This is an optimization exercise on Yosys and OpenROAD, whose aim is small area, a short achievable clock period and few clock cycles, not a production implementation.
Only simulation tests tie the RTL to the original design; equivalence was not proved.
Power figures rest on the tool's default switching activity, not on a simulated workload.

==> inputs of cedar <==
==> flow/design.v <==
module cpu(clk, reset, in, out, mem_addr, mem_cmd, halt);
  input clk, reset;
  input [15:0] in;
  output [15:0] out;
  output [8:0] mem_addr;
  output [1:0] mem_cmd;
  output halt;
  reg [15:0] R0, R1, R2, R3, R4, R5, R6, R7;
  reg [12:0] ir;        
  reg        ir_v;      
  reg        rn;        
  reg        hs;        
  reg        mi, md;    
  reg        r_ld, r_eq, r_ne, r_lt, r_le;   
  reg [8:0]  mar;       
  reg        hz;        
  reg        infl;      
  reg [8:0]  pcf;       
  reg        go;        
  reg        ldwb;      
  reg [2:0]  ld_rd;
  reg        halted;
  reg        fz, flt;   
  reg c_mov, c_movi, c_bl, c_bx, c_ldr, c_str, c_hlt, c_add, c_cmp, c_and, c_mvn;
  reg c_wr;             
  reg [2:0] wa_r;
  reg j_al, j_eq, j_ne, j_lt, j_le;    
  reg [7:0] asel, bsel;                
  function [15:0] rsel(input [2:0] s, input [15:0] a0, a1, a2, a3, a4, a5, a6, a7);
    case (s)
      3'd0: rsel = a0; 3'd1: rsel = a1; 3'd2: rsel = a2; 3'd3: rsel = a3;
      3'd4: rsel = a4; 3'd5: rsel = a5; 3'd6: rsel = a6; default: rsel = a7;
    endcase
  endfunction
  function [15:0] hsel(input [7:0] s, input [15:0] a0, a1, a2, a3, a4, a5, a6, a7);
    hsel = ({16{s[0]}} & a0) | ({16{s[1]}} & a1) | ({16{s[2]}} & a2) | ({16{s[3]}} & a3) |
           ({16{s[4]}} & a4) | ({16{s[5]}} & a5) | ({16{s[6]}} & a6) | ({16{s[7]}} & a7);
  endfunction
  function [7:0] dec8(input [2:0] n);
    dec8 = 8'b1 << n;
  endfunction
  wire [8:0] pce = pcf - {8'b0, infl};
  wire run  = rn;                               
  wire hzst = hs;                               
  wire [8:0] mar_e = {mar[8:5] + {md, md, md, mi | md}, mar[4:0]};
  wire [15:0] ra = hsel(asel, R0, R1, R2, R3, R4, R5, R6, R7);
  wire [15:0] rb = hsel(bsel, R0, R1, R2, R3, R4, R5, R6, R7);
  reg [15:0] sb;
  always @* begin
    case (ir[4:3])
      2'b00: sb = rb;
      2'b01: sb = {rb[14:0], 1'b0};
      2'b10: sb = {1'b0, rb[15:1]};
      default: sb = {rb[15], rb[15:1]};
    endcase
  end
  wire        sub = c_cmp;
  wire [15:0] sum = ra + (sub ? ~sb : sb) + {15'b0, sub};
  reg  [15:0] other;    
  always @* begin
    if (ldwb) other = in;
    else if (c_movi) other = {{8{ir[7]}}, ir[7:0]};
    else if (c_bl) other = {8'b0, pce[7:0]};
    else if (c_mov) other = sb;
    else if (c_and) other = ra & sb;
    else other = ~sb;
  end
  wire [15:0] wd = (c_add & ~ldwb) ? sum : other;
  wire redirect = run & (j_al | (j_eq & fz) | (j_ne & ~fz) | (j_lt & flt) | (j_le & (flt | fz)));
  wire msel = r_ld | (r_eq & fz) | (r_ne & ~fz) | (r_lt & flt) | (r_le & (flt | fz));
  wire dmem  = run & (c_ldr | c_str);
  wire fetch = go & ~halted & ~dmem & ~(run & c_hlt);
  assign mem_addr = msel ? mar_e : (hzst ? pce : pcf);
  assign mem_cmd  = {fetch | (run & c_ldr), run & c_str};
  assign out      = rb;
  assign halt     = halted | (run & c_hlt);
  wire sthit = run & c_str & infl & (mar_e == pce);
  wire        we = ldwb ? go : (run & c_wr);
  wire [2:0]  wa = ldwb ? ld_rd : wa_r;
  always @(posedge clk) begin
    if (we & (wa == 3'd0)) R0 <= wd;
    if (we & (wa == 3'd1)) R1 <= wd;
    if (we & (wa == 3'd2)) R2 <= wd;
    if (we & (wa == 3'd3)) R3 <= wd;
    if (we & (wa == 3'd4)) R4 <= wd;
    if (we & (wa == 3'd5)) R5 <= wd;
    if (we & (wa == 3'd6)) R6 <= wd;
    if (we & (wa == 3'd7)) R7 <= wd;
  end
  wire [2:0] iop  = in[15:13];
  wire       d_mov = iop == 3'b110;
  wire       d_alu = iop == 3'b101;
  wire       d_ldr = iop == 3'b011;
  wire       d_str = iop == 3'b100;
  wire       d_b   = iop == 3'b001;
  wire       d_bl  = (iop == 3'b010) & in[12];
  wire       d_bx  = (iop == 3'b010) & ~in[12];
  wire [15:0] d_rv = rsel(in[10:8], R0, R1, R2, R3, R4, R5, R6, R7);
  wire [5:0] d_lo  = {1'b0, d_rv[4:0]} + {1'b0, in[4:0]};
  wire       d_jmp = d_b | d_bl;
  wire [8:0] d_mar = d_jmp ? pcf + {in[7], in[7:0]} : {d_rv[8:5], d_lo[4:0]};
  wire       d_mi  = ~d_jmp & d_lo[5] & ~in[4];
  wire       d_md  = ~d_jmp & ~d_lo[5] & in[4];
  wire       d_hz  = ((d_ldr | d_str) & (rn | hs) & (c_wr | c_ldr) & (wa_r == in[10:8])) | d_bx;
  wire [2:0] d_rb  = (d_str | (iop == 3'b010)) ? in[7:5] : in[2:0];
  wire [8:0] e_mar = c_bx ? rb[8:0] : ra[8:0] + {{4{ir[4]}}, ir[4:0]};
  wire ir_ld = ~(ir_v & (ldwb | hzst));
  reg  ir_v_n, ldwb_n, halted_n;
  wire xv_n = go & ir_v_n & ~ldwb_n & ~halted_n;
  wire hz_n   = ir_ld ? d_hz : (hzst ? 1'b0 : hz);
  wire ldst_n = ir_ld ? (d_ldr | d_str) : (c_ldr | c_str);
  wire jal_n  = ir_ld ? ((d_b & (in[10:8] == 3'b000)) | d_bl | d_bx) : j_al;
  wire jeq_n  = ir_ld ? (d_b & (in[10:8] == 3'b001)) : j_eq;
  wire jne_n  = ir_ld ? (d_b & (in[10:8] == 3'b010)) : j_ne;
  wire jlt_n  = ir_ld ? (d_b & (in[10:8] == 3'b011)) : j_lt;
  wire jle_n  = ir_ld ? (d_b & (in[10:8] == 3'b100)) : j_le;
  always @* begin
    ir_v_n = ir_v; ldwb_n = 1'b0; halted_n = halted;
    if (go) begin
      if (ir_ld) ir_v_n = infl & ~redirect & ~sthit;
      ldwb_n = run & c_ldr;
      if (run & c_hlt) halted_n = 1'b1;
    end
  end
  always @(posedge clk) begin
    if (reset) begin
      go <= 1'b0; ir_v <= 1'b0; infl <= 1'b0; ldwb <= 1'b0; halted <= 1'b0;
      rn <= 1'b0; hs <= 1'b0; r_ld <= 1'b0; r_eq <= 1'b0; r_ne <= 1'b0; r_lt <= 1'b0; r_le <= 1'b0;
      pcf <= 9'd0;
    end else begin
      go <= 1'b1;
      ir_v <= ir_v_n; ldwb <= ldwb_n; halted <= halted_n;
      rn <= xv_n & ~hz_n;
      hs <= xv_n & hz_n;
      r_ld <= xv_n & ~hz_n & (ldst_n | jal_n);
      r_eq <= xv_n & ~hz_n & jeq_n;
      r_ne <= xv_n & ~hz_n & jne_n;
      r_lt <= xv_n & ~hz_n & jlt_n;
      r_le <= xv_n & ~hz_n & jle_n;
      if (go) begin
        infl <= fetch;
        if (fetch) pcf <= mem_addr + 9'd1;
        else if (sthit) pcf <= pce;
      end
    end
  end
  always @(posedge clk) begin
    if (ir_ld) begin
      ir    <= in[12:0];
      mar   <= d_mar;
      mi    <= d_mi;
      md    <= d_md;
      hz    <= d_hz;
      c_mov <= d_mov & ~in[12];
      c_movi <= d_mov & in[12];
      c_bl  <= d_bl;
      c_bx  <= d_bx;
      c_ldr <= d_ldr;
      c_str <= d_str;
      c_hlt <= iop == 3'b111;
      c_add <= d_alu & (in[12:11] == 2'b00);
      c_cmp <= d_alu & (in[12:11] == 2'b01);
      c_and <= d_alu & (in[12:11] == 2'b10);
      c_mvn <= d_alu & (in[12:11] == 2'b11);
      c_wr  <= d_mov | (d_alu & (in[12:11] != 2'b01)) | d_bl;
      wa_r  <= d_bl ? 3'd7 : (d_mov & in[12]) ? in[10:8] : in[7:5];
      j_al  <= (d_b & (in[10:8] == 3'b000)) | d_bl | d_bx;
      j_eq  <= d_b & (in[10:8] == 3'b001);
      j_ne  <= d_b & (in[10:8] == 3'b010);
      j_lt  <= d_b & (in[10:8] == 3'b011);
      j_le  <= d_b & (in[10:8] == 3'b100);
      asel  <= dec8(in[10:8]);
      bsel  <= dec8(d_rb);
    end else if (hzst) begin
      mar <= e_mar;
      mi  <= 1'b0;
      md  <= 1'b0;
      hz  <= 1'b0;
    end
    if (run & c_ldr) ld_rd <= wa_r;
    if (run & c_cmp) begin
      fz  <= (ra == sb);
      flt <= (ra[15] ^ sb[15]) ? ra[15] : sum[15];
    end
  end
endmodule
==> flow/flow/run.sh <==
#!/bin/bash
set -euo pipefail
bash standard.sh SETUP_SLACK_MARGIN=5.6 "BUFFER_PORTS_ARGS=-buffer_cell sky130_fd_sc_hd__buf_4" finish > standard_flow.log 2>&1
==> flow/standard.sh <==
#!/bin/bash
# synth_recipe.tcl (not shown) runs the flow's synth.tcl, then flattens the netlist and writes it again
# the make line also repeats each setting of config.mk as NAME=value (left out here)
make -C /OpenROAD-flow-scripts/flow DESIGN_CONFIG=/design/flow/config.mk WORK_HOME=/design/flow/orfs CLKGATE_MAP_FILE= SYNTH_SCRIPT=/design/flow/synth_recipe.tcl "${@:-finish}"
==> flow/config.mk <==
export PLATFORM = sky130hd
export DESIGN_NAME = cpu
export DESIGN_NICKNAME = cpu
export VERILOG_FILES = /design/flow/design.v
export SDC_FILE = /design/flow/constraint.sdc
export NUM_CORES = 4
export LEC_CHECK = 0
export CAP_MARGIN = 20
export CORE_MARGIN = 2
export CORE_UTILIZATION = 55
export CTS_BUF_LIST = sky130_fd_sc_hd__clkbuf_8
export SLEW_MARGIN = 20
==> flow/constraint.sdc <==
create_clock -name core_clock -period 10.0 [get_ports {clk}]
set_input_delay 2.0000 -clock core_clock [delete_from_list [all_inputs] [get_ports {clk}]]
set_output_delay 2.0000 -clock core_clock [all_outputs]
set_load 0.01 [all_outputs]
==> inputs of indigo, as changes to cedar <==
Settings changed: ABC_AREA set to 1.
==> run summary <==
quantity	cedar	indigo
CP Launch Type	flip-flop	primary input
Total detailed-routing wirelength	42600 µm	45300 µm
Met2 wire length	19500 µm	20400 µm
Final weighted congestion of routability-driven global placement	0.941	0.988
Floorplan core area	23300 µm²	24300 µm²
Critical register-to-register path startpoint	bsel[0]	asel[7]
Slew margin rel.	25.2%	32.2%
Vias in the first global route	10200	11500
Total track usage	34.2%	34.7%
Switching portion of total power	31.0%	32.9%
Setup repair after global routing missed its margin	no	yes
Run status	finished clean	finished clean
Drt first pass iters	7	6
Width of the die	158 µm	161 µm
CTS resizes	18	4
Area used by multi-input combinational logic	6660 µm²	6720 µm²
Depth of the worst register-to-register path	15	17
Met1 layer usage reported by global route	46.8%	47.0%
Testbench counts of cedar, summed over its fixed seeds: cycles 35,090.
Testbench counts of indigo, summed over its fixed seeds: cycles 35,090.

## static timing again, ports no longer ideal
No port has a modelled driver above. Below, the same layouts with a new extraction and two added sets of constraints.
Step 1 sets driving cells, clkbuf_16 on the clock port and buf_2 on the other inputs (assumed; they add their load-dependent delay and slew).
Step 2, shift: input delay + t, output delay - t, t = (earliest + latest rising clock arrival at the registers) / 2. This alone moves slack from input paths to output paths.
Three values: no drivers, after step 1, after step 2; two values: the first two.
| run | t (ns) | setup WS [ns] | clock arrival spread, ns | slew at the worst register clock pin (ns) |
|---|---|---|---|---|
| cedar | 0.585 | 5.679 / 5.631 / 5.186 | 0.025 / 0.025 | 0.07 / 0.07 |
| indigo | 0.579 | 5.642 / 5.637 / 5.058 | 0.038 / 0.038 | 0.06 / 0.06 |
After both steps setup and hold are still met in every run listed. For indigo, which loses most, drivers alone change the setup slack by -0.005 ns; drivers and shift together by -0.584 ns.
